This design comes from an exercise in tuning for small area, a short achievable clock period and few clock cycles on the open sky130 flow, not from production work. Where RTL was checked, it was by simulation tests only, not by an equivalence proof against the original. Power and IR drop assume default switching activity.

== south ==
==> flow/design.v <==
module circle(
     input  logic       clk,
     input  logic       rst_n,
     input  logic [2:0] colour,
     input  logic [7:0] centre_x,
     input  logic [6:0] centre_y,
     input  logic [7:0] radius,
     input  logic       start,
     output logic       done,
     output logic [7:0] vga_x,
     output logic [6:0] vga_y,
     output logic [2:0] vga_colour,
     output logic       vga_plot
     );
     logic              busy;
     logic              prime;    
     logic [7:0]        ox, oy;
     logic signed [9:0] c;        
     logic [9:0]        e5;       
     logic [7:0]        rem;      
     logic [7:0]        cxr;      
     logic [6:0]        cyr;
     wire signed [9:0] cx = {2'b00, cxr};
     wire signed [9:0] cy = {3'b000, cyr};
     wire signed [9:0] sx = {2'b00, ox};
     wire signed [9:0] sy = {2'b00, oy};
     wire signed [9:0] xa = cx + sx;    
     wire signed [9:0] xb = cx - sx;    
     wire signed [9:0] xc = cx + sy;    
     wire signed [9:0] xd = cx - sy;    
     wire signed [9:0] ya = cy + sy;    
     wire signed [9:0] yb = cy - sy;    
     wire signed [9:0] yc = cy + sx;    
     wire signed [9:0] yd = cy - sx;    
     wire       dec = !c[9];             
     wire       dx  = dec & !prime;
     wire       dy  = !prime;
     function automatic le(input logic [9:0] a, input logic [9:0] b);
          logic r;
          r = 1'b1;
          for (int i = 0; i < 10; i++)
               if (i == 9) r = (a[i] & !b[i]) | (r & !(!a[i] & b[i]));
               else        r = (!a[i] & b[i]) | (r & !(a[i] & !b[i]));
          le = r;
     endfunction
     wire vxa = dx ? le(xa, 10'd160) : le(xa, 10'd159);
     wire vxb = dx ? (le(-10'd1, xb) && le(xb, 10'd158)) : (!xb[9] && le(xb, 10'd159));
     wire vxc = dy ? le(xc, 10'd158) : le(xc, 10'd159);
     wire vxd = dy ? (le(10'd1, xd) && le(xd, 10'd160)) : (!xd[9] && le(xd, 10'd159));
     wire vya = dy ? le(ya, 10'd118) : le(ya, 10'd119);
     wire vyb = dy ? (le(10'd1, yb) && le(yb, 10'd120)) : (!yb[9] && le(yb, 10'd119));
     wire vyc = dx ? le(yc, 10'd120) : le(yc, 10'd119);
     wire vyd = dx ? (le(-10'd1, yd) && le(yd, 10'd118)) : (!yd[9] && le(yd, 10'd119));
     wire       em1 = (e5 == 10'd3);        
     wire       em2 = (e5 == 10'd1);        
     wire       eneg = e5[9] || e5 < 10'd5;   
     wire       dg  = prime ? (e5 == 10'd5) : dec ? em2 : em1;
     wire       fin = !prime && (dec ? (!eneg || em1) : !eneg);
     wire [7:0] vis = { vxc & vyd, vxa & vyb, vxd & vyd, vxb & vyb,
                        vxd & vyc, vxb & vya, vxc & vyc, vxa & vya };
     wire [7:0] dup = ({8{prime}} & 8'b1101_1000) | ({8{dg}} & 8'b1010_1010);
     wire [7:0] vis_n = vis & ~dup;
     logic [7:0] sel;
     always_comb
          for (int i = 0; i < 8; i++)
               sel[i] = rem[i] && (i == 0 || (rem & ((8'd1 << i) - 8'd1)) == 8'd0);
     wire       adv = (rem & ~sel) == 8'd0;
     logic [7:0] px;
     logic [6:0] py;
     always_comb begin
          px = 8'd0;
          py = 7'd0;
          if (sel[0] | sel[6]) px = px | xa[7:0];
          if (sel[2] | sel[4]) px = px | xb[7:0];
          if (sel[1] | sel[7]) px = px | xc[7:0];
          if (sel[3] | sel[5]) px = px | xd[7:0];
          if (sel[0] | sel[2]) py = py | ya[6:0];
          if (sel[4] | sel[6]) py = py | yb[6:0];
          if (sel[1] | sel[3]) py = py | yc[6:0];
          if (sel[5] | sel[7]) py = py | yd[6:0];
     end
     wire       stp  = busy & adv & !prime;         
     wire       load = !busy & !done & start;
     wire [7:0] oy1 = oy + 8'd1;
     wire [9:0] c_d = c + e5;                   
     wire [9:0] c_s = c + {1'b0, oy1, 1'b1};    
     wire [7:0] ox_n = ox - {7'd0, stp & dec};
     wire [7:0] oy_n = oy + {7'd0, stp};
     wire [9:0] c_n  = !stp ? c : dec ? c_d : c_s;
     wire [9:0] e_s  = e5 + {7'd0, stp & dec, stp & !dec, 1'b0};
     always_ff @(posedge clk) begin
          cxr        <= centre_x;
          cyr        <= centre_y;
          vga_colour <= colour;
          vga_x      <= px;
          vga_y      <= py;
          rem        <= !busy ? 8'd0 : adv ? vis_n : rem & ~sel;
          ox         <= load ? radius : ox_n;
          oy         <= load ? 8'd0 : oy_n;
          c          <= load ? 10'd0 - {2'b00, radius} : c_n;
          e5         <= load ? 10'd5 - {2'b00, radius, 1'b0} : e_s;
          if (!rst_n) begin
               busy     <= 1'b0;
               done     <= 1'b0;
               vga_plot <= 1'b0;
          end else begin
               vga_plot <= busy & (|rem);
               if (busy) begin
                    if (adv) begin
                         prime <= 1'b0;
                         if (fin) begin
                              busy <= 1'b0;
                              done <= 1'b1;
                         end
                    end
               end else if (done) begin
                    if (!start) done <= 1'b0;
               end else if (start) begin
                    busy  <= 1'b1;
                    prime <= 1'b1;
               end
          end
     end
endmodule
clock: 5.0 ns
lec_check: 0
abc_area: 1
cap_margin: 20
core_margin: 2
core_utilization: 40
cts_buf_list: sky130_fd_sc_hd__clkbuf_4 sky130_fd_sc_hd__clkbuf_8
gpl_routability_driven: 0
setup_slack_margin: 2.4
slew_margin: 20
tns_end_percent: 30
standard.sh (not shown) runs the stock make flow with config.mk's settings and CLKGATE_MAP_FILE= SYNTH_SCRIPT=/design/flow/synth_recipe.tcl, a recipe that flattens the netlist after the stock synthesis.
==> flow/flow/run.sh <==
#!/bin/bash
# The standard layout, with the ports buffered by a small plain buffer
# instead of the delay buffer that buffer_ports picks by default.
set -e
cp standard.sh standard_sh.txt
export BUFFER_PORTS_ARGS="-buffer_cell sky130_fd_sc_hd__buf_2"
bash standard.sh > standard.log 2>&1
Testbench counts of south, summed over its fixed seeds: cycles 121,943.
--- input diff south..east ---
==> flow/design.v <==
module circle(
     input  logic       clk,
     input  logic       rst_n,
     input  logic [2:0] colour,
     input  logic [7:0] centre_x,
     input  logic [6:0] centre_y,
     input  logic [7:0] radius,
     input  logic       start,
     output logic       done,
     output logic [7:0] vga_x,
     output logic [6:0] vga_y,
     output logic [2:0] vga_colour,
     output logic       vga_plot
     );
     logic              busy;
     logic              prime;    
     logic [7:0]        ox;
     logic signed [8:0] oy;
     logic signed [9:0] c;        
     logic [9:0]        e5;       
     logic [7:0]        rem;      
     logic [7:0]        cxr;      
     logic [6:0]        cyr;
     wire signed [9:0] cx = {2'b00, cxr};
     wire signed [9:0] cy = {3'b000, cyr};
     wire signed [9:0] sx = {2'b00, ox};
     wire signed [9:0] sy = {oy[8], oy};
     wire signed [9:0] xa = cx + sx;    
     wire signed [9:0] xb = cx - sx;    
     wire signed [9:0] xc = cx + sy;    
     wire signed [9:0] xd = cx - sy;    
     wire signed [9:0] ya = cy + sy;    
     wire signed [9:0] yb = cy - sy;    
     wire signed [9:0] yc = cy + sx;    
     wire signed [9:0] yd = cy - sx;    
     wire       dec = !c[9];             
     wire       dx  = dec;
     function automatic le(input logic [9:0] a, input logic [9:0] b);
          logic r;
          r = 1'b1;
          for (int i = 0; i < 10; i++)
               r = (!a[i] & b[i]) | (r & !(a[i] & !b[i]));
          le = r;
     endfunction
     wire vxa = dx ? le(xa, 10'd160) : le(xa, 10'd159);
     wire vxb = dx ? (le(xb, 10'd158) || xb == 10'h3ff) : le(xb, 10'd159);
     wire vxc = le(xc, 10'd158) || xc == 10'h3ff;
     wire vxd = le(xd, 10'd160) && xd != 10'd0;
     wire vya = le(ya, 10'd118) || ya == 10'h3ff;
     wire vyb = le(yb, 10'd120) && yb != 10'd0;
     wire vyc = dx ? le(yc, 10'd120) : le(yc, 10'd119);
     wire vyd = dx ? (le(yd, 10'd118) || yd == 10'h3ff) : le(yd, 10'd119);
     wire       em1 = (e5 == 10'd3);        
     wire       em2 = (e5 == 10'd1);        
     wire       eneg = e5[9] || e5 < 10'd5;   
     wire       dg  = dec ? em2 : em1;
     wire       fin = dec ? (!eneg || em1) : !eneg;
     wire [7:0] vis = { vxc & vyd, vxa & vyb, vxd & vyd, vxb & vyb,
                        vxd & vyc, vxb & vya, vxc & vyc, vxa & vya };
     wire [7:0] dup = ({8{prime}} & 8'b1101_1000) | ({8{dg}} & 8'b1010_1010);
     wire [7:0] vis_n = vis & ~dup;
     logic [7:0] sel;
     always_comb
          for (int i = 0; i < 8; i++)
               sel[i] = rem[i] && (i == 0 || (rem & ((8'd1 << i) - 8'd1)) == 8'd0);
     wire       adv = (rem & ~sel) == 8'd0;
     logic [7:0] px;
     logic [6:0] py;
     always_comb begin
          px = 8'd0;
          py = 7'd0;
          if (sel[0] | sel[6]) px = px | xa[7:0];
          if (sel[2] | sel[4]) px = px | xb[7:0];
          if (sel[1] | sel[7]) px = px | xc[7:0];
          if (sel[3] | sel[5]) px = px | xd[7:0];
          if (sel[0] | sel[2]) py = py | ya[6:0];
          if (sel[4] | sel[6]) py = py | yb[6:0];
          if (sel[1] | sel[3]) py = py | yc[6:0];
          if (sel[5] | sel[7]) py = py | yd[6:0];
     end
     wire       stp  = busy & adv;                  
     wire       load = !busy & !done & start;
     wire [9:0] c_d = c + e5;                   
     wire [9:0] o2  = {oy, 1'b1};
     wire [9:0] c_t = c ^ o2 ^ 10'd2;
     wire [9:0] c_u = {(c[8:0] & o2[8:0]) | ((c[8:0] | o2[8:0]) & 9'd2), 1'b0};
     wire [9:0] c_s = c_t + c_u;
     wire [7:0] ox_n = ox - {7'd0, stp & dec};
     wire [8:0] oy_n = oy + {8'd0, stp};
     wire [9:0] c_n  = !stp ? c : dec ? c_d : c_s;
     wire [9:0] e_s  = e5 + {7'd0, stp & dec, stp & !dec, 1'b0};
     always_ff @(posedge clk) begin
          cxr        <= centre_x;
          cyr        <= centre_y;
          vga_colour <= colour;
          vga_x      <= px;
          vga_y      <= py;
          rem        <= !busy ? 8'd0 : adv ? vis_n : rem & ~sel;
          ox         <= load ? radius : ox_n;
          oy         <= load ? 9'h1ff : oy_n;
          c          <= load ? ~{2'b00, radius} : c_n;
          e5         <= load ? 10'd3 - {1'b0, radius, 1'b0} : e_s;
          if (!rst_n) begin
               busy     <= 1'b0;
               done     <= 1'b0;
               vga_plot <= 1'b0;
          end else begin
               vga_plot <= busy & (|rem);
               if (busy) begin
                    if (adv) begin
                         prime <= 1'b0;
                         if (fin) begin
                              busy <= 1'b0;
                              done <= 1'b1;
                         end
                    end
               end else if (done) begin
                    if (!start) done <= 1'b0;
               end else if (start) begin
                    busy  <= 1'b1;
                    prime <= 1'b1;
               end
          end
     end
endmodule
==> comparison <==
Sort south and east by area after synthesis asc -> top: south
Against south, east comes in 0.39 points lower on global-route usage over all layers.
On die area: between south and east, it ends up higher for east.
Compared with south, the router placed more vias in east.
south has a higher number of clock buffers in the layout than east.
Compared with south, east shows count of sequential standard cells that has gone up slightly.
Taking south as the reference, in east global routing met1 resource utilization +4.8 points; number of instances in the synthesized netlist +104.
Post-synthesis sequential element count | east above south
The clock net sink count reported for east is greater than that of south by 1.
When the final numbers for south and east were put side by side, the highest fanout seen on the critical path turned out to be smaller in south.
Delta (east minus south): sequential area share after synthesis decreased 1.3 points; fraction of the cycle the final worst path needs essentially unchanged; combinational power share increased 19 points.
The RTL of east was laid out without a check of its function.

-- re-timing with driven ports --
In the flow no input, the clock included, has a driving cell. The finished layouts below were timed again as built, in two steps. Step 1: set_driving_cell puts a clkbuf_16 on clk and a buf_2 on each other input, an assumption about the parent block. Step 2, shift: input delay + t, output delay - t, t = (earliest + latest rising clock arrival at the registers) / 2. This alone moves slack from input paths to output paths. Three values: ideal, step 1, step 2; two values: the first two.
| run | t (ns) | slack for setup (ns) | worst setup path at the end | slew at the worst register clock pin (ns) | worst slew at a driven data input, ns |
|---|---|---|---|---|---|
| south | 0.421 | 2.504 / 2.504 / 2.504 | register to register | 0.10 / 0.10 | 0.03 |
| east | 0.419 | 2.508 / 2.508 / 2.508 | register to register | 0.10 / 0.10 | 0.03 |
After both steps every run listed still meets setup and hold.
